Source: an optimization exercise on an open RTL-to-GDS flow (aim: small area). Production flows keep margins and buffers that such runs may drop.
Function was checked by simulation only, so behaviour that the tests miss may differ from the original.
Power and IR drop assume default switching activity.

==> flow/design.v <==
`timescale 1ns / 1ps
module mmio_ctrl
    (
    input logic clk,                     
    input logic reset,                   
    input logic mmio_cs,                 
    input logic mmio_wr,                 
    input logic mmio_rd,                 
    input logic [21-1:0] mmio_addr,        
    input logic [32-1:0] mmio_wr_data,   
    output logic [32-1:0] mmio_rd_data,  
    output logic [32-1:0] core_ctrl_cs_array,  
    output logic [32-1:0] core_ctrl_wr_array,  
    output logic [32-1:0] core_ctrl_rd_array,  
    output logic [32-1:0][4-1:0] core_addr_reg_array,  
    input logic [32-1:0][32-1:0] core_data_rd_array,  
    output logic [32-1:0][32-1:0] core_data_wr_array  
    );
    localparam core_boundary = 5;
    localparam reg_boundary = 4; 
    logic[core_boundary-1:0] core_addr;
    logic [reg_boundary-1:0] reg_addr;
    assign core_addr = mmio_addr[(core_boundary + reg_boundary)-1 : reg_boundary];
    assign reg_addr = mmio_addr[reg_boundary-1 : 0];
    always_comb
    begin
        core_ctrl_cs_array = 0;  
        if(mmio_cs)
            core_ctrl_cs_array[core_addr] = 1;        
    end
    generate
        genvar i;
        for(i = 0; i < 32; i++) begin
            assign core_ctrl_rd_array[i] = mmio_rd;
            assign core_ctrl_wr_array[i] = mmio_wr;
            assign core_data_wr_array[i] = mmio_wr_data;
            assign core_addr_reg_array[i] = reg_addr;        
        end    
    endgenerate
    assign mmio_rd_data = core_data_rd_array[core_addr];
endmodule
`timescale 1ns / 1ps
module core_timer
    (
        input logic clk,     
        input logic reset,   
        input logic cs,                  
        input logic write,              
        input logic read,               
        input logic [4-1:0] addr,         
        input logic [32-1:0]  wr_data,    
        output logic [32-1:0]  rd_data           
    );
    localparam TOTAL_COUNT = 64;             
    logic [TOTAL_COUNT - 1:0] count_curr_reg;    
    localparam REG_CNTLOW_OFFSET = 2'b00;
    localparam REG_CNTHIGH_OFFSET = 2'b01;
    localparam REG_CTRL_OFFSET = 2'b10;
    localparam REG_CTRL_GO_POS = 1'b0;
    localparam REG_CTRL_CLEAR_POS = 1'b1;
    logic ctrl_curr;   
    logic wr_en;       
    logic wr_lo;       
    logic wr_hi;       
    logic clear;      
    logic go;
    always_ff @(posedge clk, posedge reset)
        if(reset)
            count_curr_reg <= 0;
        else
            if(clear)
                count_curr_reg <= 0;
            else if(wr_lo)
                count_curr_reg[31:0] <= wr_data;     
            else if(wr_hi)
                count_curr_reg[63:32] <= wr_data;    
            else if(go)
                count_curr_reg <= count_curr_reg + 1;
    always_ff @(posedge clk, posedge reset)
        if(reset)
            ctrl_curr <= 0;
        else
            if(wr_en)
                ctrl_curr <= wr_data[REG_CTRL_GO_POS];
   assign wr_en = write && cs && (addr[1:0] == REG_CTRL_OFFSET);
   assign wr_lo = write && cs && (addr[1:0] == REG_CNTLOW_OFFSET);
   assign wr_hi = write && cs && (addr[1:0] == REG_CNTHIGH_OFFSET);
   assign clear = wr_en && wr_data[REG_CTRL_CLEAR_POS];
   assign go = ctrl_curr;
   always_comb
   begin
        rd_data = 0;
        case(addr[1:0])
            REG_CNTLOW_OFFSET:  rd_data = count_curr_reg[31:0];  
            REG_CNTHIGH_OFFSET:  rd_data = {32'h0000, count_curr_reg[63:32]};   
            default: ;   
        endcase
   end
endmodule
`timescale 1ns / 1ps
module reg_file
    #(parameter DATA_WIDTH = 8, 
                ADDR_WIDTH = 2)
    (
        input logic clk,     
        input logic wr_en,   
        input logic [ADDR_WIDTH-1:0] wr_addr,    
        input logic [ADDR_WIDTH-1:0] rd_addr,    
        input logic [DATA_WIDTH-1:0] wr_data,    
        output logic [DATA_WIDTH-1:0] rd_data    
    );
    localparam array_max_index = 2**ADDR_WIDTH -1;
    logic [DATA_WIDTH-1:0] array_reg [0:array_max_index];    
    always_ff  @(posedge clk) begin
        if(wr_en)
            array_reg[wr_addr] <= wr_data;
    end
    assign rd_data = array_reg[rd_addr];
endmodule
`timescale 1ns / 1ps
module FIFO_ctrl
    #(parameter ADDR_WIDTH = 4)  
    (
    input logic clk,                         
    input logic reset,                       
    input logic ctrl_rd, ctrl_wr,            
    output logic flag_empty, flag_full,      
    output logic [ADDR_WIDTH-1:0] wr_addr,   
    output logic [ADDR_WIDTH-1:0] rd_addr   
    );
    logic  [ADDR_WIDTH-1:0] wr_ptr_curr, wr_ptr_next;    
    logic  [ADDR_WIDTH-1:0] rd_ptr_curr, rd_ptr_next;    
    logic full_curr, full_next;  
    logic empty_curr, empty_next;  
    always_ff @(posedge clk, posedge reset)
        if(reset)
            begin
                wr_ptr_curr <= 0;
                rd_ptr_curr <= 0;
                full_curr <= 1'b0;
                empty_curr <= 1'b1;
            end
        else
            begin
                wr_ptr_curr <= wr_ptr_next ;
                rd_ptr_curr <= rd_ptr_next ;
                full_curr <= full_next ;
                empty_curr <= empty_next;
            end
    always_comb 
    begin
        wr_ptr_next = wr_ptr_curr;
        rd_ptr_next = rd_ptr_curr;
        full_next = full_curr;
        empty_next = empty_curr;
        unique case({ctrl_wr, ctrl_rd})
            2'b01: begin
                if(~empty_curr) begin 
                        rd_ptr_next  = rd_ptr_curr + 1; 
                        full_next = 1'b0;    
                        if(rd_ptr_next == wr_ptr_curr)
                            empty_next = 1'b1;
                    end
            end
            2'b10: begin
                if(~full_curr) begin
                    wr_ptr_next = wr_ptr_curr + 1;
                    empty_next = 1'b0;   
                    if(wr_ptr_next == rd_ptr_curr)
                        full_next = 1'b1;
                end
            end
           2'b11: begin
                wr_ptr_next  = wr_ptr_curr + 1;
                rd_ptr_next  = rd_ptr_curr + 1;
           end
           default : ;   
        endcase
    end
    assign flag_full = full_curr;
    assign flag_empty = empty_curr;
    assign wr_addr = wr_ptr_curr;
    assign rd_addr = rd_ptr_curr;
endmodule
`timescale 1ns / 1ps
module FIFO
    #(parameter
    DATA_WIDTH = 8,
    ADDR_WIDTH = 4  
    )
    (
        input logic clk,     
        input logic reset,   
        input logic ctrl_rd,      
        input logic ctrl_wr,      
        output logic flag_empty,  
        output logic flag_full,   
        output logic [DATA_WIDTH-1:0] rd_data, 
        input logic [DATA_WIDTH-1:0] wr_data
    );
    logic [ADDR_WIDTH-1:0] wr_addr;
    logic [ADDR_WIDTH-1:0] rd_addr;
    logic wr_en;
    logic full_status; 
   assign wr_en = ctrl_wr & ~flag_full;
   FIFO_ctrl #(.ADDR_WIDTH(ADDR_WIDTH)) controller(.*);
   reg_file 
   #(.DATA_WIDTH(DATA_WIDTH), .ADDR_WIDTH(ADDR_WIDTH))
   register_file(.*);  
endmodule
`timescale 1ns / 1ps
module baud_rate_generator
    #(parameter MOD_BIT_WIDTH = 10) 
    (
        input logic clk,     
        input logic reset,   
        input logic [MOD_BIT_WIDTH : 0] programmable_mod,        
        output logic sampling_tick
    );
    localparam COUNTER_WIDTH = 10;
    logic [COUNTER_WIDTH:0] cnt_reg;
    logic [COUNTER_WIDTH:0] cnt_next;
    always_ff @(posedge clk, posedge reset)
        if(reset)
            cnt_reg <= 0;
        else
            cnt_reg <= cnt_next;
     assign cnt_next = (cnt_reg == programmable_mod)? 0 : (cnt_reg + 1); 
     assign sampling_tick = (cnt_reg == 1);
endmodule
`timescale 1ns / 1ps
module uart_tx
    #(parameter
        DATA_BIT = 8,   
        SAMPLING_STOP_BIT = 16   
     )
    (
        input logic clk,     
        input logic reset,   
        input logic tx_start,            
        input logic [DATA_BIT-1:0] din,  
        input logic baud_rate_tick,      
        output logic tx_complete_tick,   
        output logic tx                  
    );
    typedef enum {IDLE_ST, START_ST, DATA_ST, STOP_ST} state_type;
    localparam OVERSAMPLING_NUM = 16;    
    localparam OVERSAMPLING_BIT_WIDTH = $clog2(OVERSAMPLING_NUM);
    localparam DATA_BIT_WIDTH = $clog2(DATA_BIT);
    localparam START_BIT_SAMPLING_THRESHOLD = 7;     
    localparam DATA_BIT_SAMPLING_THRESHOLD = 15;     
    state_type state_reg, state_next;
    logic [DATA_BIT_WIDTH - 1:0] ndata_reg, ndata_next;
    logic [OVERSAMPLING_BIT_WIDTH-1:0] nsample_reg, nsample_next;
    logic [DATA_BIT-1:0] shift_out_reg, shift_out_next;
    logic tx_reg, tx_next;  
    always_ff @(posedge clk, posedge reset)
        if(reset) 
            begin
                state_reg <= IDLE_ST;
                ndata_reg <= 0;
                nsample_reg <= 0;
                shift_out_reg <= 0;
                tx_reg <= 1'b1; 
            end
        else 
            begin
                state_reg <= state_next;
                ndata_reg <= ndata_next;
                nsample_reg <= nsample_next;
                shift_out_reg <= shift_out_next;
                tx_reg <= tx_next;
            end
    always_comb
    begin
        state_next = state_reg;
        ndata_next = ndata_reg;
        nsample_next = nsample_reg;
        shift_out_next = shift_out_reg;
        tx_complete_tick = 1'b0;         
        tx_next = tx_reg;
        case (state_reg)
            IDLE_ST: 
                begin
                    tx_next = 1'b1;
                    if(tx_start) 
                    begin
                        state_next = START_ST;
                        nsample_next = 0;
                        shift_out_next = din;
                    end
                end
            START_ST:
                begin
                    tx_next = 1'b0;
                    if(baud_rate_tick) 
                    begin
                        if(nsample_reg == (OVERSAMPLING_NUM-1)) 
                        begin
                            state_next = DATA_ST;
                            nsample_next = 0;
                            ndata_next = 0;
                        end
                        else
                        begin
                            nsample_next = nsample_reg + 1;
                        end
                    end   
                end
            DATA_ST:
                begin
                    tx_next = shift_out_reg[0];  
                    if(baud_rate_tick)
                    begin
                        if(nsample_reg == (OVERSAMPLING_NUM - 1))
                        begin
                            nsample_next = 0;
                            shift_out_next = shift_out_reg >> 1;
                            if(ndata_reg == (DATA_BIT - 1))
                                state_next = STOP_ST;
                            else
                                ndata_next = ndata_reg + 1;
                        end
                        else
                            nsample_next = nsample_reg + 1;                        
                    end
                end
            STOP_ST:
                begin
                    tx_next = 1'b1;
                    if(baud_rate_tick)
                    begin
                        if(nsample_reg == (SAMPLING_STOP_BIT-1))
                        begin
                            state_next = IDLE_ST;
                            tx_complete_tick = 1'b1;
                        end
                        else
                        begin
                            nsample_next = nsample_reg + 1;
                        end
                    end
                end
            default: ;  
        endcase
    end    
    assign tx = tx_reg;
endmodule
`timescale 1ns / 1ps
module uart_rx
    #(parameter
        DATA_BIT = 8,   
        SAMPLING_STOP_BIT = 16   
     )
    (
        input logic clk,     
        input logic reset,   
        input logic rx,      
        input logic baud_rate_tick,  
        output logic rx_complete_tick,   
        output logic [DATA_BIT-1:0] dout     
    );
    typedef enum {IDLE_ST, START_ST, DATA_ST, STOP_ST} state_type;
    localparam OVERSAMPLING_NUM = 16;    
    localparam OVERSAMPLING_BIT_WIDTH = $clog2(OVERSAMPLING_NUM);
    localparam DATA_BIT_WIDTH = $clog2(DATA_BIT);
    localparam START_BIT_SAMPLING_THRESHOLD = 7;     
    localparam DATA_BIT_SAMPLING_THRESHOLD = 15;     
    state_type state_reg, state_next;
    logic [DATA_BIT_WIDTH-1:0] ndata_reg, ndata_next;
    logic [OVERSAMPLING_BIT_WIDTH-1:0] nsample_reg, nsample_next;
    logic [DATA_BIT-1:0] shift_out_reg, shift_out_next;
    logic rx_meta_reg;
    logic rx_stable_reg;
    always_ff @(posedge clk, posedge reset)
        if(reset)
            rx_meta_reg <= 0;
        else
            rx_meta_reg <= rx;
    always_ff @(posedge clk, posedge reset)
        if(reset)
            rx_stable_reg <= 0;
        else
            rx_stable_reg <= rx_meta_reg;
    always_ff @(posedge clk, posedge reset)
        if(reset) 
            begin
                state_reg <= IDLE_ST;
                ndata_reg <= 0;
                nsample_reg <= 0;
                shift_out_reg <= 0;
            end
        else 
            begin
                state_reg <= state_next;
                ndata_reg <= ndata_next;
                nsample_reg <= nsample_next;
                shift_out_reg <= shift_out_next;
            end
    always_comb 
    begin
        state_next = state_reg;
        ndata_next = ndata_reg;
        nsample_next = nsample_reg;
        shift_out_next = shift_out_reg;
        rx_complete_tick = 1'b0;         
        case(state_reg)
            IDLE_ST:
                begin
                    if(~rx_stable_reg) begin
                        state_next = START_ST;
                        nsample_next = 0;
                    end 
                end
            START_ST:
                begin
                    if(baud_rate_tick) begin
                        if(nsample_reg == START_BIT_SAMPLING_THRESHOLD) begin
                            state_next = DATA_ST;
                            nsample_next = 0;    
                            ndata_next = 0;
                        end
                        else begin
                            nsample_next = nsample_reg + 1;
                        end
                    end
                end
            DATA_ST:
                begin
                    if(baud_rate_tick) begin 
                        if(nsample_reg == DATA_BIT_SAMPLING_THRESHOLD) begin
                            nsample_next = 0;
                            shift_out_next = {rx_stable_reg, shift_out_reg[DATA_BIT-1:1]};
                            if(ndata_reg == DATA_BIT - 1) begin
                                state_next = STOP_ST;
                            end
                            else begin
                                ndata_next = ndata_reg + 1;
                            end
                        end
                        else begin
                            nsample_next = nsample_reg + 1;
                        end                        
                    end
                end
            STOP_ST:
                begin
                    if(baud_rate_tick) begin
                        if(nsample_reg == (SAMPLING_STOP_BIT - 1)) begin
                            state_next = IDLE_ST; 
                            rx_complete_tick = 1'b1;
                        end
                        else begin
                            nsample_next = nsample_reg + 1;
                        end
                    end
                end
            default: ;  
        endcase
    end
    assign dout = shift_out_reg;   
endmodule
`timescale 1ns / 1ps
module uart_sys
    #(
        parameter 
        UART_DATA_BIT = 8,                    
        UART_STOP_BIT_SAMPLING_NUM = 16,      
        FIFO_ADDR_WIDTH = 2,             
        FIFO_DATA_WIDTH = UART_DATA_BIT              
    )
    (
        input logic clk,     
        input logic reset,   
        input logic ctrl_wr,                 
        input logic [UART_DATA_BIT-1:0] wr_data,  
        output logic tx,                           
        output logic tx_full,            
        input logic ctrl_rd,                     
        output logic [UART_DATA_BIT-1:0] rd_data,     
        input logic rx,                  
        output logic rx_empty,           
        input logic [10:0] baud_rate_programmable_mod  
    );
    logic baud_rate_common_sampling_tick;    
    logic tx_fifo_empty;    
    logic tx_uart_start;
    logic tx_uart_complete_flag;
    logic [UART_DATA_BIT-1:0] tx_uart_din;
    logic rx_uart_complete_flag;
    logic [UART_DATA_BIT-1:0] rx_uart_dout;    
    baud_rate_generator baud_rate_unit
    (.clk(clk), 
    .reset(reset),
    .programmable_mod(baud_rate_programmable_mod),
    .sampling_tick(baud_rate_common_sampling_tick));
    FIFO #(.DATA_WIDTH(FIFO_DATA_WIDTH), .ADDR_WIDTH(FIFO_ADDR_WIDTH))
    fifo_tx 
    (.clk(clk),
    .reset(reset),
    .ctrl_rd(tx_uart_complete_flag),   
    .ctrl_wr(ctrl_wr),                 
    .flag_empty(tx_fifo_empty),     
    .flag_full(tx_full),             
    .rd_data(tx_uart_din),           
    .wr_data(wr_data));              
    uart_tx #(.DATA_BIT(UART_DATA_BIT), .SAMPLING_STOP_BIT(UART_STOP_BIT_SAMPLING_NUM))
    uart_tx_unit
    (.clk(clk),
    .reset(reset),
    .tx_start(tx_uart_start),  
    .din(tx_uart_din),
    .baud_rate_tick(baud_rate_common_sampling_tick),
    .tx_complete_tick(tx_uart_complete_flag),
    .tx(tx));
    FIFO #(.DATA_WIDTH(FIFO_DATA_WIDTH), .ADDR_WIDTH(FIFO_ADDR_WIDTH))
    fifo_rx
    (.clk(clk),
    .reset(reset),
    .ctrl_rd(ctrl_rd),       
    .ctrl_wr(rx_uart_complete_flag),     
    .flag_empty(rx_empty),       
    .flag_full(),                
    .rd_data(rd_data),           
    .wr_data(rx_uart_dout));       
    uart_rx #(.DATA_BIT(UART_DATA_BIT), .SAMPLING_STOP_BIT(UART_STOP_BIT_SAMPLING_NUM))
    uart_rx_unit
    (.clk(clk),
    .reset(reset),
    .rx(rx),         
    .baud_rate_tick(baud_rate_common_sampling_tick),
    .rx_complete_tick(rx_uart_complete_flag),
    .dout(rx_uart_dout));
    assign tx_uart_start = ~tx_fifo_empty;
endmodule
`timescale 1ns / 1ps
module core_uart
    #(
        parameter 
        UART_DATA_BIT = 8,                   
        UART_STOP_BIT_SAMPLING_NUM = 16,     
        FIFO_ADDR_WIDTH = 8,                 
        FIFO_DATA_WIDTH = UART_DATA_BIT      
    )
    (
        input logic clk,     
        input logic reset,   
        input logic cs,    
        input logic write,              
        input logic read,               
        input logic [4-1:0] addr,         
        input logic [32-1:0]  wr_data,    
        output logic [32-1:0]  rd_data,
        output logic tx,     
        input logic rx      
     );
     logic uart_rq_wr;       
     logic uart_rq_rd;       
     logic uart_rq_baud_rate_set;     
     logic[UART_DATA_BIT-1:0] uart_rd_data;
     localparam BAUD_RATE_BIT_WIDTH = 10;   
     logic tx_full;
     logic rx_empty;
     logic [10:0] baud_rate_reg;     
     uart_sys 
     #(
        .UART_DATA_BIT(UART_DATA_BIT),
        .UART_STOP_BIT_SAMPLING_NUM(UART_STOP_BIT_SAMPLING_NUM),
        .FIFO_ADDR_WIDTH(FIFO_ADDR_WIDTH),
        .FIFO_DATA_WIDTH(FIFO_DATA_WIDTH)
    ) main_system
    (
        .clk(clk),
        .reset(reset),
        .ctrl_wr(uart_rq_wr),
        .wr_data(wr_data[UART_DATA_BIT-1:0]),
        .tx(tx),
        .tx_full(tx_full),
        .ctrl_rd(uart_rq_rd),
        .rd_data(uart_rd_data),
        .rx(rx),
        .rx_empty(rx_empty),
        .baud_rate_programmable_mod(baud_rate_reg)
    );
     always_ff @(posedge clk, posedge reset)
        if(reset) 
            baud_rate_reg <= 0;  
        else begin
            if(uart_rq_baud_rate_set)
                baud_rate_reg <= wr_data[BAUD_RATE_BIT_WIDTH:0];
        end
    assign uart_rq_baud_rate_set = (write && cs && (addr[2:0] == 1));
    assign uart_rq_wr = (write && cs && (addr[2:0] == 2));
    assign uart_rq_rd = (write && cs && (addr[2:0] == 3));
    always_comb
        case(addr[2:0])
            0: rd_data = {30'h0000_0000, tx_full, rx_empty};
            4: rd_data = {32'(uart_rd_data)};
            default: rd_data = {32'(uart_rd_data)};
        endcase
endmodule
`timescale 1ns / 1ps
module core_gpo
    #(parameter W = 8)   
    (
        input logic clk,     
        input logic reset,   
        input logic cs,      
        input logic write,
        input logic read,   
        input logic [4-1:0] addr,         
        input logic [32-1:0]  wr_data,    
        output logic [32-1:0]  rd_data,
        output logic [W-1:0] dout
    );
    logic [W-1:0] data_curr;     
    logic wr_en;
    always_ff @(posedge clk, posedge reset)
        if(reset)
            data_curr <= 0;
        else
            if(wr_en)
                data_curr <= wr_data[W-1:0];  
    assign wr_en = cs && write;  
    assign rd_data = 0;          
    assign dout = data_curr;
endmodule
`timescale 1ns / 1ps
module core_gpi
    #(parameter W = 8)   
    (
        input logic clk,     
        input logic reset,   
        input logic cs,                  
        input logic write,               
        input logic read,                
        input logic [4-1:0] addr,          
        input logic [32-1:0]  wr_data,     
        output logic [32-1:0]  rd_data,    
        input logic [W-1:0] din
    );
    logic [W-1:0] rd_curr;   
    always_ff @(posedge clk, posedge reset)
        if(reset)
            rd_curr <= 0;
        else
            rd_curr <= din;
   assign rd_data[W-1:0] = rd_curr;  
   assign rd_data[32-1:W] = 0;         
endmodule
`timescale 1ns / 1ps
module core_gpio
    #(parameter PORT_WIDTH = 16)     
    (
        input logic clk,     
        input logic reset,   
        input logic cs,                 
        input logic write,             
        input logic read,               
        input logic [4-1:0] addr,         
        input logic [32-1:0] wr_data,     
        output logic [32-1:0] rd_data,    
        input logic [PORT_WIDTH-1:0] din,    
        output logic [PORT_WIDTH-1:0] dout,  
        output logic [PORT_WIDTH-1:0] doe    
    );
    logic wr_data_en;      
    logic ctrl_dir_en;     
    logic rd_en;      
    logic [PORT_WIDTH - 1:0] wr_data_reg;
    logic [PORT_WIDTH - 1:0] rd_data_reg;
    logic [PORT_WIDTH - 1:0] dir_data_reg;
    localparam REG_DATA_OUT_OFFSET = 2'b00;
    localparam REG_DATA_IN_OFFSET = 2'b01;
    localparam REG_CTRL_DIRECTION_OFFSET = 2'b10;
    always_ff @(posedge clk, posedge reset)
        if(reset) begin        
            wr_data_reg <= 0;
            rd_data_reg <= 0;
            dir_data_reg <= 0;   
        end
        else begin
            rd_data_reg <= din;
            if(wr_data_en)
                wr_data_reg <= wr_data[PORT_WIDTH-1:0];
            if(ctrl_dir_en) 
                dir_data_reg <= wr_data[PORT_WIDTH-1:0];     
        end
    assign wr_data_en = write && cs && (addr[1:0] == REG_DATA_OUT_OFFSET);
    assign ctrl_dir_en = write && cs && (addr[1:0] == REG_CTRL_DIRECTION_OFFSET);
    assign rd_en = read && cs;
    generate
        genvar i;
        for(i = 0; i < PORT_WIDTH; i++) begin
            assign dout[i] = wr_data_reg[i];
            assign doe[i] = dir_data_reg[i];
        end    
    endgenerate
    always_comb 
    begin
        rd_data = 0;
        case({rd_en, addr[1:0]})
            {1'b1, REG_DATA_IN_OFFSET}          : rd_data[PORT_WIDTH-1:0] = rd_data_reg;
            {1'b1, REG_CTRL_DIRECTION_OFFSET}   : rd_data[PORT_WIDTH-1:0] = dir_data_reg; 
            default                             : ;  
        endcase
    end     
endmodule
`timescale 1ns / 1ps
module spi_sys
    #(parameter 
    DATA_BIT = 8,   
    MAX_SPI_CLOCK_WIDTH = 16   
    )
    (
    input logic clk,         
    input logic reset,       
    input logic [DATA_BIT-1:0] mosi_data_write,    
    input logic [MAX_SPI_CLOCK_WIDTH-1:0] count_mod,  
    input logic cpol,
    input logic cpha,
    input logic start,         
    output logic [DATA_BIT-1:0] miso_assembled_data, 
    output logic spi_complete_flag,  
    output logic spi_ready_flag,    
    output logic sclk,   
    input logic miso,    
    output logic mosi    
    );
    localparam DATA_BIT_LOG = $clog2(DATA_BIT); 
    typedef enum{ST_IDLE, ST_FHALF, ST_SHALF} state_type;
    state_type state_reg, state_next;
    logic pclk;  
    logic spi_clk_reg, spi_clk_next;     
    logic[MAX_SPI_CLOCK_WIDTH-1:0] clk_cnt_reg, clk_cnt_next;  
    logic[DATA_BIT_LOG-1:0] data_cnt_reg, data_cnt_next;  
    logic[DATA_BIT-1:0] miso_reg, miso_next;     
    logic[DATA_BIT-1:0] mosi_reg, mosi_next;     
    always_ff @(posedge clk, posedge reset)
        if(reset)
        begin
            state_reg <= ST_IDLE;
            clk_cnt_reg <= 0;
            spi_clk_reg <= 0;
            data_cnt_reg <= 0;
            miso_reg <= 0;
            mosi_reg <= 0;        
        end
        else
        begin
            state_reg <= state_next;
            clk_cnt_reg <= clk_cnt_next;
            spi_clk_reg <= spi_clk_next;
            data_cnt_reg <= data_cnt_next;
            miso_reg <= miso_next;
            mosi_reg <= mosi_next;
        end    
    always_comb
    begin
        state_next = state_reg;
        clk_cnt_next = clk_cnt_reg;
        data_cnt_next = data_cnt_reg;
        miso_next = miso_reg;
        mosi_next = mosi_reg;
        spi_ready_flag = 1'b0;    
        spi_complete_flag = 1'b0;   
        case(state_reg)
            ST_IDLE: 
            begin
                spi_ready_flag = 1'b1;
                if(start)
                begin
                    state_next = ST_FHALF;
                    mosi_next = mosi_data_write;
                    clk_cnt_next = 0;
                    data_cnt_next = 0;
               end
            end
            ST_FHALF:
            begin
                if(clk_cnt_reg == count_mod) 
                begin
                    miso_next = {miso_reg[DATA_BIT-2:0], miso};
                    state_next = ST_SHALF;
                    clk_cnt_next = 0;
                end
                else 
                begin
                    clk_cnt_next = clk_cnt_reg + 1;
                end
            end
            ST_SHALF:
            begin
                if(clk_cnt_reg == count_mod) 
                begin
                    if(data_cnt_reg == (DATA_BIT-1))
                    begin
                        state_next = ST_IDLE;
                        spi_complete_flag = 1'b1;
                    end
                    else
                    begin
                        mosi_next = {mosi_reg[DATA_BIT-2:0], 1'b0};
                        state_next = ST_FHALF;
                        data_cnt_next = data_cnt_reg + 1;
                        clk_cnt_next = 0;
                    end
                end
                else 
                begin
                    clk_cnt_next = clk_cnt_reg + 1;
                end
            end
            default: ;  
        endcase
    end
    assign pclk = (state_next == ST_SHALF && ~cpha) || (state_next == ST_FHALF && cpha);
    assign spi_clk_next = (cpol)? ~pclk : pclk;
    assign mosi = mosi_reg[DATA_BIT-1];  
    assign miso_assembled_data = miso_reg;
    assign sclk = spi_clk_reg;
endmodule
`timescale 1ns / 1ps
module core_spi
    #(
        parameter 
        SPI_SLAVE_NUM = 1,  
        SPI_DATA_BIT = 8,     
        MAX_SPI_CLOCK_WIDTH = 16     
    )
    (
        input logic clk,     
        input logic reset,   
        input logic cs,    
        input logic write,              
        input logic read,               
        input logic [4-1:0] addr,         
        input logic [32-1:0]  wr_data,    
        output logic [32-1:0]  rd_data,
        output logic spi_sclk,
        output logic spi_mosi,
        input logic spi_miso,
        output logic[SPI_SLAVE_NUM-1:0] spi_ss_n,     
        output logic spi_data_or_command           
    );
   localparam REG_WIDTH = 32;
   localparam REG_SPI_SCLK_W = 16;
   localparam SPI_REG_ADDR_W = $clog2(6);
   localparam SPI_TOTAL_STATUS_FLAG_NUM = 1;
   localparam ZERO_PAD_RD_DATA_MISO = {(REG_WIDTH - SPI_DATA_BIT){1'b0}};
   localparam ZERO_PAD_RD_DATA_STATUS = {(REG_WIDTH - SPI_TOTAL_STATUS_FLAG_NUM){1'b0}};
   localparam SPI_REG_STATUS = SPI_REG_ADDR_W'(0);
   localparam SPI_REG_SS = SPI_REG_ADDR_W'(1);
   localparam SPI_REG_MOSI_WR = SPI_REG_ADDR_W'(2);
   localparam SPI_REG_MISO_RD = SPI_REG_ADDR_W'(3);
   localparam SPI_REG_CTRL = SPI_REG_ADDR_W'(4);
   localparam SPI_REG_SCLK = SPI_REG_ADDR_W'(5);
   localparam SPI_REG_DC = SPI_REG_ADDR_W'(6);
   logic wr_en;
   logic wr_ss;
   logic wr_spi_start;
   logic wr_ctrl;
   logic wr_sclk;
   logic wr_dc;
   logic rd_en;
   logic cpol;
   logic cpha;
   logic [MAX_SPI_CLOCK_WIDTH-1:0] sclk_mod;
   logic [SPI_DATA_BIT-1:0] spi_miso_reassembled;
   logic spi_ready_flag;
   logic [REG_WIDTH-1:0] ctrl_reg, ctrl_next;
   logic[SPI_SLAVE_NUM-1:0] spi_ss_reg, spi_ss_next;
   logic [REG_WIDTH-1:0] spi_dc_reg, spi_dc_next;
   logic[MAX_SPI_CLOCK_WIDTH-1:0] spi_sclk_mod_reg, spi_sclk_mod_next;     
   spi_sys spi_controller
   (
    .clk(clk),
    .reset(reset),
    .mosi_data_write(wr_data[SPI_DATA_BIT-1:0]),
    .count_mod(sclk_mod),
    .cpol(cpol),
    .cpha(cpha),
    .start(wr_spi_start),
    .miso_assembled_data(spi_miso_reassembled),
    .spi_complete_flag(),    
    .spi_ready_flag(spi_ready_flag),
    .sclk(spi_sclk),
    .mosi(spi_mosi),
    .miso(spi_miso)
   );
   always_ff @(posedge clk, posedge reset)
        if(reset)
            begin
                spi_sclk_mod_reg <= {MAX_SPI_CLOCK_WIDTH{1'b0}};
                ctrl_reg <= {REG_WIDTH{1'b0}};  
                spi_ss_reg <= {SPI_SLAVE_NUM{1'b1}};
                spi_dc_reg <= {REG_WIDTH{1'b1}};
            end
        else
            begin
                if(wr_sclk)
                    spi_sclk_mod_reg <= spi_sclk_mod_next;
                if(wr_ctrl)
                    ctrl_reg <= ctrl_next;
                if(wr_ss)
                    spi_ss_reg <= spi_ss_next;
                if(wr_dc)
                    spi_dc_reg <= spi_dc_next;
            end    
   assign wr_en         = write && cs;
   assign wr_ss         = wr_en && (addr[SPI_REG_ADDR_W-1:0] == SPI_REG_SS);
   assign wr_spi_start  = wr_en && (addr[SPI_REG_ADDR_W-1:0] == SPI_REG_MOSI_WR);    
   assign wr_ctrl       = wr_en && (addr[SPI_REG_ADDR_W-1:0] == SPI_REG_CTRL);
   assign wr_sclk       = wr_en && (addr[SPI_REG_ADDR_W-1:0] == SPI_REG_SCLK);
   assign wr_dc         = wr_en && (addr[SPI_REG_ADDR_W-1:0] == SPI_REG_DC);
   assign spi_ss_next       = wr_data[SPI_SLAVE_NUM-1:0];
   assign ctrl_next         = wr_data;
   assign spi_sclk_mod_next = wr_data[MAX_SPI_CLOCK_WIDTH-1:0];
   assign spi_dc_next       = wr_data;
   assign cpol = ctrl_reg[0];
   assign cpha = ctrl_reg[1];
   assign sclk_mod = spi_sclk_mod_reg;
   assign spi_data_or_command = spi_dc_reg[0];
   assign spi_ss_n = spi_ss_reg;
   assign rd_en = read && cs;    
   always_comb
   begin
        rd_data = 0;
        case({rd_en, addr[SPI_REG_ADDR_W-1:0]})
            {1'b1, SPI_REG_MISO_RD} : rd_data = {ZERO_PAD_RD_DATA_MISO, spi_miso_reassembled};
            {1'b1, SPI_REG_STATUS}  : rd_data = {ZERO_PAD_RD_DATA_STATUS, spi_ready_flag};
            default                 : ;  
        endcase
    end
endmodule
`timescale 1ns / 1ps
module i2c_master_controller
    #(parameter
        I2C_CLK_WIDTH = 16,        
        I2C_TOTAL_CMD_NUM = 3,    
        I2C_DATA_BIT = 8
     )
    (
        input logic clk,     
        input logic reset,   
        input logic [I2C_CLK_WIDTH-1:0] user_cnt_mod,  
        input logic [2:0] user_cmd,  
        input logic wr_i2c,                    
        input logic [I2C_DATA_BIT-1:0] din,          
        output logic ready_flag,     
        output logic done_flag,      
        output logic ack, 
        output logic [I2C_DATA_BIT-1:0] dout,    
        output logic scl_drive_low,  
        output logic sda_drive_low,  
        input logic sda_in,          
        output debug_scl_sim,
        output debug_sda_sim
    );
    localparam DATA_BIT_W = $clog2(I2C_DATA_BIT);
    localparam TOTAL_BIT_INC_ACK_OR_NACK = I2C_DATA_BIT + 1;     
    localparam DUMMY_BIT = 1'b0;     
    localparam CMD_NOP      = 3'b000;    
    localparam CMD_START    = 3'b001;    
    localparam CMD_WR       = 3'b010;    
    localparam CMD_RD       = 3'b011;    
    localparam CMD_STOP     = 3'b100;    
    localparam CMD_REPEAT   = 3'b101;    
    typedef enum{
        ST_IDLE,    
        ST_HOLD,
        ST_START_01,
        ST_START_02,
        ST_DATA_01,
        ST_DATA_02,
        ST_DATA_03,
        ST_DATA_04,
        ST_STOP_01,
        ST_STOP_02,
        ST_DATA_END,
        ST_REPEAT
    }state_type;
    state_type state_reg, state_next;
    logic [I2C_CLK_WIDTH-1:0] phase_quarter;     
    logic [I2C_CLK_WIDTH-1:0] phase_half;
    logic [I2C_CLK_WIDTH-1:0] clk_cnt_reg, clk_cnt_next;     
    logic [2:0] cmd_reg, cmd_next;     
    logic [TOTAL_BIT_INC_ACK_OR_NACK-1:0] tx_reg, tx_next;    
    logic [TOTAL_BIT_INC_ACK_OR_NACK-1:0] rx_reg, rx_next;   
    logic [3:0]  data_cnt_reg, data_cnt_next;  
    logic sda_reg, sda_next;     
    logic scl_reg, scl_next;     
    logic phase_data;    
    logic nack;          
    logic set_hiz;       
    logic condition_read_slave_data;     
    logic condition_master_read_ack;     
    always_ff @(posedge clk, posedge reset)
    begin
        if(reset)
        begin
            state_reg <= ST_IDLE;   
            clk_cnt_reg <= 0;
            cmd_reg <= CMD_START;
            tx_reg <= 0;
            rx_reg <= 0;
            data_cnt_reg <= 0;
            sda_reg <= 1'b1;    
            scl_reg <= 1'b1;
        end
        else
        begin
            state_reg <= state_next;   
            clk_cnt_reg <= clk_cnt_next;
            cmd_reg <= cmd_next;
            tx_reg <= tx_next;
            rx_reg <= rx_next;
            data_cnt_reg <= data_cnt_next;
            sda_reg <= sda_next;
            scl_reg <= scl_next;
        end
    end
    assign phase_quarter = user_cnt_mod;    
    assign phase_half = (phase_quarter << 1); 
    always_comb
    begin
        clk_cnt_next = clk_cnt_reg + 1;
        state_next = state_reg;
        cmd_next = cmd_reg;
        tx_next = tx_reg;
        rx_next = rx_reg;
        data_cnt_next = data_cnt_reg;
        scl_next = 1'b1;
        sda_next = 1'b1;
        ready_flag = 1'b0;    
        done_flag = 1'b0;
        phase_data = 1'b0;
        case (state_reg)
            ST_IDLE:
            begin
                ready_flag = 1'b1;
                if(wr_i2c && user_cmd == CMD_START) 
                begin
                    state_next = ST_START_01;
                    clk_cnt_next = 0;
                end
            end
            ST_START_01:
            begin
                scl_next = 1'b1;
                sda_next = 1'b0;    
                if(clk_cnt_reg == phase_half)
                begin
                    state_next = ST_START_02;
                    clk_cnt_next = 0;
                end
            end
            ST_START_02:
            begin
                scl_next = 1'b0;
                sda_next = 1'b0;
                if(clk_cnt_reg == phase_half)
                begin
                    state_next = ST_HOLD;
                    clk_cnt_next = 0;
                end
            end
            ST_HOLD:
            begin
                ready_flag = 1'b1;   
                sda_next = 1'b0;
                scl_next = 1'b0;
                if(wr_i2c)
                begin
                    cmd_next = user_cmd;
                    clk_cnt_next = 0;
                    case(user_cmd)
                        CMD_WR:
                        begin
                            state_next = ST_DATA_01;
                            data_cnt_next = 0;   
                            tx_next = {din, DUMMY_BIT};
                        end
                        CMD_RD:
                        begin
                            state_next = ST_DATA_01;
                            data_cnt_next = 0;   
                            tx_next = {din, nack};
                        end
                        CMD_REPEAT:
                            state_next = ST_REPEAT;
                        CMD_START:
                            state_next = ST_REPEAT;
                        CMD_STOP:
                            state_next = ST_STOP_01;
                        default: state_next = ST_HOLD;
                    endcase 
                end
            end
            ST_DATA_01:
            begin
                sda_next = tx_reg[8];    
                scl_next = 1'b0;
                phase_data = 1'b1;
                if(clk_cnt_reg == phase_quarter)
                begin
                    state_next = ST_DATA_02;
                    clk_cnt_next = 0;
                end   
            end
            ST_DATA_02:
            begin
                sda_next = tx_reg[8];    
                scl_next = 1'b1;         
                phase_data = 1'b1;
                if(clk_cnt_reg == phase_quarter)
                begin
                    clk_cnt_next = 0;
                    state_next = ST_DATA_03;
                    rx_next = {rx_reg[7:0], sda_in};                    
                end    
            end 
            ST_DATA_03:
            begin
                sda_next = tx_reg[8];    
                scl_next = 1'b1;         
                phase_data = 1'b1;
                if(clk_cnt_reg == phase_quarter)
                begin
                    clk_cnt_next = 0;
                    state_next = ST_DATA_04;
                end                
            end
            ST_DATA_04:
                 begin
                    sda_next = tx_reg[8];    
                    scl_next = 1'b0;         
                    phase_data = 1'b1;
                    if(clk_cnt_reg == phase_quarter)
                    begin
                        clk_cnt_next = 0;
                        if(data_cnt_reg == TOTAL_BIT_INC_ACK_OR_NACK-1)
                        begin
                            state_next = ST_DATA_END;
                            done_flag = 1'b1;    
                        end
                        else
                        begin
                            state_next = ST_DATA_01;
                            data_cnt_next = data_cnt_reg + 1;
                            tx_next = {tx_reg[7:0], DUMMY_BIT};
                        end
                    end
                 end
            ST_DATA_END:
            begin
                sda_next = 1'b0;
                scl_next = 1'b0;
                if(clk_cnt_reg == phase_quarter)
                begin
                    state_next = ST_HOLD;
                    clk_cnt_next = 0;
                end
            end
           ST_REPEAT:
           begin
                scl_next = 1'b1;
                sda_next = 1'b1;
                if(clk_cnt_reg == phase_half)
                begin
                    state_next = ST_START_01;
                    clk_cnt_next = 0;
                end
           end  
            ST_STOP_01:
            begin
                sda_next = 1'b0;
                scl_next = 1'b1;
                if(clk_cnt_reg == phase_half)
                begin
                    clk_cnt_next = 0;
                    state_next = ST_STOP_02;
                end
            end
            ST_STOP_02:
            begin
                sda_next = 1'b1;
                scl_next = 1'b1;
                if(clk_cnt_reg == phase_half)
                begin
                    clk_cnt_next = 0;
                    state_next = ST_IDLE;
                end
            end
            default:    ;    
        endcase
    end
    assign condition_read_slave_data = (phase_data && (cmd_reg == CMD_RD) && (data_cnt_reg < 8));
    assign condition_master_read_ack = (phase_data && (cmd_reg == CMD_WR) && (data_cnt_reg == 8));
    assign set_hiz = (condition_read_slave_data || condition_master_read_ack);
    assign sda_drive_low = ~(set_hiz || sda_reg);
    assign debug_sda_sim = (set_hiz || sda_reg) ? 1'b1 : 1'b0;   
    assign scl_drive_low = ~scl_reg;
    assign debug_scl_sim = (scl_reg) ? 1'b1 : 1'b0;    
    assign dout = rx_reg[8:1]; 
    assign ack = rx_reg[0]; 
    assign nack = din[0];
endmodule
`timescale 1ns / 1ps
module core_i2c_master
    #(parameter
        I2C_DATA_BIT = 8,
        I2C_TOTAL_CMD_NUM = 3    
    )
    (
        input logic clk,     
        input logic reset,   
        input logic cs,    
        input logic write,              
        input logic read,               
        input logic [4-1:0] addr,         
        input logic [32-1:0]  wr_data,    
        output logic [32-1:0]  rd_data,
        output logic scl_drive_low,
        output logic sda_drive_low,
        input logic sda_in
    );
    localparam I2C_REG_READ_OFFSET      = 2'b00;  
    localparam I2C_REG_CLKMOD_OFFSET    = 2'b01; 
    localparam I2C_REG_WRITE_OFFSET     = 2'b10;
    localparam I2C_REG_WRITE_BIT_POS_CMD_START  = 8;
    localparam I2C_REG_WRITE_BIT_POS_CMD_END    = 10;
    logic wr_en;
    logic wr_clkmod;
    logic[I2C_TOTAL_CMD_NUM-1:0] user_cmd;
    logic wr_i2c;
    logic [I2C_DATA_BIT-1:0] din;
    logic ready_flag;
    logic ack;
    logic [I2C_DATA_BIT-1:0] dout;
    logic [15:0] clkmod_reg, clkmod_next;
    i2c_master_controller #(.I2C_DATA_BIT(I2C_DATA_BIT))
    unit
    (
        .clk(clk),
        .reset(reset),
        .user_cnt_mod(clkmod_reg),
        .user_cmd(user_cmd),
        .wr_i2c(wr_i2c),
        .din(din),
        .ready_flag(ready_flag),
        .ack(ack),
        .dout(dout),
        .scl_drive_low(scl_drive_low),
        .sda_drive_low(sda_drive_low),
        .sda_in(sda_in),
        .done_flag(),   
        .debug_scl_sim(),
        .debug_sda_sim() 
    ); 
    always_ff @(posedge clk, posedge reset)
        if(reset)
            clkmod_reg <= 0;     
        else
            if(wr_clkmod)
                clkmod_reg <= clkmod_next;
    assign wr_en = cs & write;
    assign wr_clkmod = wr_en & (addr[1:0] == I2C_REG_CLKMOD_OFFSET);
    assign wr_i2c = wr_en & (addr[1:0] == I2C_REG_WRITE_OFFSET);
    assign din = wr_data[I2C_DATA_BIT-1:0];
    assign user_cmd = wr_data[I2C_REG_WRITE_BIT_POS_CMD_END: I2C_REG_WRITE_BIT_POS_CMD_START];
    assign clkmod_next = wr_data[15:0]; 
    assign rd_data = {22'b0, ready_flag, ack, dout};
endmodule
`timescale 1ns / 1ps
module mmio_sys
    #(
        parameter 
        SW_NUM = 8,    
        LED_NUM = 8,   
        GPIO_PORT_NUM = 4,   
        UART_DATA_BIT = 8,                   
        UART_STOP_BIT_SAMPLING_NUM = 16,     
        SPI_DATA_BIT = 8,     
        SPI_SLAVE_NUM = 1,   
        I2C_DATA_BIT = 8
    )
    (
    input logic clk,     
    input logic reset,   
    input logic mmio_cs,         
    input logic mmio_wr,
    input logic mmio_rd,
    input logic [21-1:0] mmio_addr,  
    input logic [32-1:0] mmio_wr_data,    
    output logic [32-1:0] mmio_rd_data,    
    input logic [SW_NUM-1:0] sw,  
    output logic [LED_NUM-1:0] led,   
    input logic [GPIO_PORT_NUM-1:0] gpio_in,    
    output logic [GPIO_PORT_NUM-1:0] gpio_out,  
    output logic [GPIO_PORT_NUM-1:0] gpio_oe,   
    input logic uart_rx,     
    output logic uart_tx,    
    output logic spi_sclk,   
    output logic spi_mosi,   
    input logic spi_miso,    
    output logic [SPI_SLAVE_NUM-1:0] spi_ss_n,   
    output logic spi_data_or_command,             
    output logic i2c_scl_drive_low,  
    output logic i2c_sda_drive_low,  
    input logic i2c_sda_in           
    );
    logic [32-1:0] core_ctrl_cs_array;  
    logic [32-1:0] core_ctrl_wr_array;  
    logic [32-1:0] core_ctrl_rd_array;  
    logic [32-1:0][4-1:0] core_addr_reg_array;  
    logic [32-1:0][32-1:0] core_data_rd_array;  
    logic [32-1:0][32-1:0] core_data_wr_array;  
    mmio_ctrl ctrl_unit
    (
        .clk(clk),
        .reset(reset),
        .mmio_cs(mmio_cs),  
        .mmio_rd(mmio_rd),
        .mmio_wr(mmio_wr),
        .mmio_addr(mmio_addr),
        .mmio_wr_data(mmio_wr_data),
        .mmio_rd_data(mmio_rd_data),
        .core_ctrl_cs_array(core_ctrl_cs_array),     
        .core_ctrl_wr_array(core_ctrl_wr_array),     
        .core_ctrl_rd_array(core_ctrl_rd_array),     
        .core_data_wr_array(core_data_wr_array),     
        .core_data_rd_array(core_data_rd_array),     
        .core_addr_reg_array(core_addr_reg_array)     
    );
    core_timer timer_unit
    (
        .clk(clk),
        .reset(reset),
        .cs(core_ctrl_cs_array[0]),
        .write(core_ctrl_wr_array[0]),
        .read(core_ctrl_rd_array[0]),
        .addr(core_addr_reg_array[0]),
        .wr_data(core_data_wr_array[0]),
        .rd_data(core_data_rd_array[0])    
    );
    core_uart
    #(
       .UART_DATA_BIT(UART_DATA_BIT),
       .UART_STOP_BIT_SAMPLING_NUM(UART_STOP_BIT_SAMPLING_NUM),
       .FIFO_ADDR_WIDTH(4),  
       .FIFO_DATA_WIDTH(UART_DATA_BIT)
    )
    uart_unit
    (
        .clk(clk),
        .reset(reset),
        .cs(core_ctrl_cs_array[1]),
        .write(core_ctrl_wr_array[1]),
        .read(core_ctrl_rd_array[1]),
        .addr(core_addr_reg_array[1]),
        .wr_data(core_data_wr_array[1]),
        .rd_data(core_data_rd_array[1]),
        .tx(uart_tx),
        .rx(uart_rx)
    );
    core_gpo #(.W(LED_NUM)) gpo_unit
    (
        .clk(clk),
        .reset(reset),
        .cs(core_ctrl_cs_array[2]),
        .write(core_ctrl_wr_array[2]),
        .read(core_ctrl_rd_array[2]),
        .addr(core_addr_reg_array[2]),
        .wr_data(core_data_wr_array[2]),
        .rd_data(core_data_rd_array[2]),
        .dout(led)   
    );
    core_gpi #(.W(SW_NUM)) gpi_unit
    (
        .clk(clk),
        .reset(reset),
        .cs(core_ctrl_cs_array[3]),
        .write(core_ctrl_wr_array[3]),
        .read(core_ctrl_rd_array[3]),
        .addr(core_addr_reg_array[3]),
        .wr_data(core_data_wr_array[3]),
        .rd_data(core_data_rd_array[3]),
        .din(sw)     
    ); 
    core_gpio #(.PORT_WIDTH(GPIO_PORT_NUM)) gpio_unit
    (
        .clk(clk),
        .reset(reset),
        .cs(core_ctrl_cs_array[4]),
        .write(core_ctrl_wr_array[4]),
        .read(core_ctrl_rd_array[4]),
        .addr(core_addr_reg_array[4]),
        .wr_data(core_data_wr_array[4]),
        .rd_data(core_data_rd_array[4]),
        .din(gpio_in),
        .dout(gpio_out),
        .doe(gpio_oe)
    ); 
    core_spi #(.SPI_DATA_BIT(SPI_DATA_BIT), .SPI_SLAVE_NUM(SPI_SLAVE_NUM)) spi_unit
    (
        .clk(clk),
        .reset(reset),
        .cs(core_ctrl_cs_array[5]),
        .write(core_ctrl_wr_array[5]),
        .read(core_ctrl_rd_array[5]),
        .addr(core_addr_reg_array[5]),
        .wr_data(core_data_wr_array[5]),
        .rd_data(core_data_rd_array[5]),
        .spi_sclk(spi_sclk),
        .spi_mosi(spi_mosi),
        .spi_miso(spi_miso),
        .spi_ss_n(spi_ss_n),
        .spi_data_or_command(spi_data_or_command)
    );
    core_i2c_master #(.I2C_DATA_BIT(I2C_DATA_BIT)) i2c_master_unit
    (
        .clk(clk),
        .reset(reset),
        .cs(core_ctrl_cs_array[6]),
        .write(core_ctrl_wr_array[6]),
        .read(core_ctrl_rd_array[6]),
        .addr(core_addr_reg_array[6]),
        .wr_data(core_data_wr_array[6]),
        .rd_data(core_data_rd_array[6]),
        .scl_drive_low(i2c_scl_drive_low),
        .sda_drive_low(i2c_sda_drive_low),
        .sda_in(i2c_sda_in)
    );
    generate
        genvar i;
            for(i = 7; i < 32; i++)
            begin
                assign core_data_rd_array[i] = 32'hFFFF_FFFF;
            end
        endgenerate
endmodule
==> flow/run.sh <==
#!/bin/bash
# synth_recipe.tcl (not shown) runs the flow's synth.tcl, then flattens the netlist and writes it again
# the make line also repeats each setting of config.mk as NAME=value (left out here)
make -C /OpenROAD-flow-scripts/flow DESIGN_CONFIG=/design/flow/config.mk WORK_HOME=/design/flow/orfs CLKGATE_MAP_FILE= SYNTH_SCRIPT=/design/flow/synth_recipe.tcl finish
==> flow/config.mk <==
export PLATFORM = sky130hd
export DESIGN_NAME = mmio_sys
export DESIGN_NICKNAME = mmio_sys
export VERILOG_FILES = /design/flow/design.v
export SDC_FILE = /design/flow/constraint.sdc
export NUM_CORES = 4
export LEC_CHECK = 0
export CAP_MARGIN = 20
export CORE_MARGIN = 2
export CORE_UTILIZATION = 40
export SLEW_MARGIN = 20
==> flow/constraint.sdc <==
create_clock -name core_clock -period 10.0 [get_ports {clk}]
set_input_delay 2.0000 -clock core_clock [delete_from_list [all_inputs] [get_ports {clk}]]
set_output_delay 2.0000 -clock core_clock [all_outputs]
set_load 0.01 [all_outputs]
==> out/results.ini <==
[clocking]
cts_root_buf = clkbuf_16
clk_pin_slew_ns = 0.05
cts_hold_buf = 0
clk_path_buf_depth = 3
cts_resized = 0
cts_sinks = 579
postCtsSetupRepairBufs = 0
cts_inserted_buffers = 66
cts_tree = done
h-tree-depth = 3
clock_insertion_delay_worst_skew_ns = 0.61

[grt]
overflow = 0
grt_pass1_wl_um = 111000
antenna_found_initial = 8
grt.total_usage_pct = 20.4
grt_max_degree = 186
grt_pass1_vias = 18600

[hold_path]
min_path_type = flip-flop to flip-flop

[route]
ant_nets = 0
drt_wl_total_um = 71600
vias = 18900
drtPass1Iterations = 5
drt_iter0_drc = 1663
drc = 0
wire_per_inst_um = 21.8
viasPerCell = 5.75

[synthesis]
yosysMostFrequentCell = dfrtp_1
synth.distinct_cells = 73
yosys.area.top_type = dfrtp_1
synth-seq-cells = 579
synth_area_sq_um = 27400
synthArstFlopShare_pct = 55.8
ys_warn_count = 15
synth_top_area_share_pct = 28.8
seq_area_frac_synth_pct = 57.7
syn_inst = 2292
ys.flop_type = dfrtp_1
synth_fp_nets = 2402
synth_area_leaders = dfrtp_1 (29%), edfxtp_1 (28%), mux4_2 (6.4%), o21ai_0 (4.0%), mux2_2 (3.9%)
synth.top_cells.by_count = dfrtp_1 (315), edfxtp_1 (256), o21ai_0 (218)
synth.avg_cell_area_sq_um = 11.9
synth_edf_count = 256

[timing]
timing.slew.headroom_pct = 25.7
fin_worst_skew_ns = 0.0270
finalSetupViolCount = 0
worst_pin_slew_ns = 1.11
slew_violations = 0
rsz0062_at_grt = false
min_period_over_period_pct = 77.2
final-hold-violation-count = 0
max_freq_mhz = 129
tns_ns = 0
post-route-min-period_ns = 7.72

[placement]
dp_hpwl_um = 48000
gp_congestion = 0.905
io_buffers = 114

[pwr]
p_leak_uw = 0.0122
switchingPower_uw = 1540
p_int_uw = 4400
clkPwrFrac_pct = 42.4
sw_frac_of_total_pct = 25.9
powerDensity_nw_per_um2 = 188
total_power_uw = 5940
power.ir.vdd_worst_v = 0.000136
seq_power_share_pct = 46.3
pwr-share-comb_pct = 11.3

[floorplan]
dieArea_sq_um = 70500
die_x_um = 266
core_area_sq_um = 67400
die_y_um = 266
start_util_pct = 40.6
num_rows = 95
io_pins = 128

[worst_setup_path]
crit_fanout = 32
crit_required_ns = 8.00
cp_data_arrival_time_ns = 5.72
critPathKind = input port to output port
crit_path_end_kind = output port
startpoint_type = input port

[layout]
nNetsFinal = 2467
final_util_pct = 46.9
synthToLayoutAreaGrowth_pct = 15.6
drive_above_1_share_pct = 14.7
fillers = 5954

[job]
maxCapViolCount = 0

[run_status]
status = finished clean

## worst max-delay path: stages
cell             delay (ns)
clkdlybuf4s50_1        0.45
buf_4                  0.30
inv_1                  0.13
ha_1                   0.28
nor2_1                 0.14
a21oi_1                0.08
o21ai_0                0.53
nand4_1                0.25
o21ai_0                0.23
nand2_1                0.08
o31ai_1                0.56
clkdlybuf4s50_1        0.67
## power by group through the flow
stage                     registers (uW)  clock network [uW]  logic, uW
after floorplan                     2740                   0        457
after global placement              2790                   0        639
after detailed placement            2800                   0        663
after CTS                           2750                2580        667
after global routing                2770                2680        744
final                               2750                2520        670
## cells by family after synthesis
| kind of cell | synth area share, % |
|---|---|
| AO/OA/AOI/OAI | 9.88 |
| XOR/XNOR | 3.87 |
| adder cells (fa/ha/maj) | 1.69 |
| buffers and inverters | 2.70 |
| flip-flops | 57.7 |
| multiplexers | 12.0 |
| AND/OR/NAND/NOR | 12.2 |
## layer usage
layer	vias up	GRT usage [%]	share of wire, %
li1	8612	-	-
met2	581	32.0	46
met3	132	3.52	6.0
met5	-	0	0.064
met1	9554	28.7	45
met4	8	7.09	3.2
## per-stage QoR
stage / instances / cell area [sq um] / hold slack [ns] / setup WS (ns)
3_5_place_dp: 3160 / 29300 / 0.336 / 2.34
4_1_cts: 3280 / 31600 / 0.344 / 2.32
5_1_grt: 3283 / 31600 / 0.348 / 1.94
2_1_floorplan: 2292 / 27400 / 0.331 / 3.37
3_3_place_gp: 3160 / 29300 / 0.331 / 2.38
6_report: 3285 / 31600 / 0.347 / 2.28
## cell type report
class	count	area [sq um]	area share, %
diodes	3	7.51	0.0237
multi-input cells	1520	10900	34.4
clock buffers	84	1810	5.72
clock inverters	36	460	1.46
flip-flops and latches	579	15800	49.9
inverters	41	158	0.498
well taps	873	1090	3.45
repair buffers	149	1430	4.53
## cell usage in the layout (no fill, tap or decap), drive strengths merged, types with 9 or more instances in the layout
cell type and instances:
and3 21, buf 36, clkdlybuf4s50 113, nand2b 21, nand4 33, or3 9, nor4 49, nor3 50
bufinv 9, edfxtp 256, xor2 78, a31oi 20, mux2 96, nor2b 17, mux2i 44, and2 12
o21ai 226, nand3 71, ha 37, a22oi 19, mux4 78, inv 41, clkinv 21, o31ai 16
clkbuf 84, a21oi 96, a32oi 16, nand2 161, xnor2 43, dfrtp 315, nor2 201
## final timing paths
check | start | end | slack [ns] | cells past startpoint
min in group asynchronous | reset | gpio_unit.rd_data_reg[3] | 1.94 | 2
setup reg to reg | timer_unit.count_curr_reg[11] | timer_unit.count_curr_reg[58] | 6.65 | 7
hold reg to reg | uart_unit.main_system.uart_rx_unit.rx_meta_reg | uart_unit.main_system.uart_rx_unit.rx_stable_reg | 0.35 | 0
setup / recovery | mmio_addr[4] | mmio_rd_data[0] | 2.28 | 12
max in group asynchronous | reset | timer_unit.count_curr_reg[22] | 5.97 | 5
hold / removal | uart_unit.main_system.uart_rx_unit.rx_meta_reg | uart_unit.main_system.uart_rx_unit.rx_stable_reg | 0.35 | 0

port drivers added, routing unchanged:
The flow's constraints put no driver on any port. The routed layout listed below was extracted and timed again, unchanged, in two steps.
Step 1: set_driving_cell puts a clkbuf_16 on clk and a buf_2 on each other input, an assumption about the parent block.
Step 2 times the ports against the registers' clock, not the clock port: input delays grow and output delays shrink by t, the midpoint of the rising clock arrivals with the driver on.
Slacks: ideal ports / drivers / drivers and shift; pairs: ideal ports / drivers.
t, ns: 0.655
setup WS [ns]: 2.278 / 2.254 / 2.254
latest minus earliest clock arrival (ns): 0.031 / 0.031
worst register clock-pin slew, ns: 0.06 / 0.06
cell pins on the clock port's net: 1
After both steps setup and hold are still met in this run. The setup slack of this run moves by -0.024 ns with the drivers and by -0.024 ns with both steps.
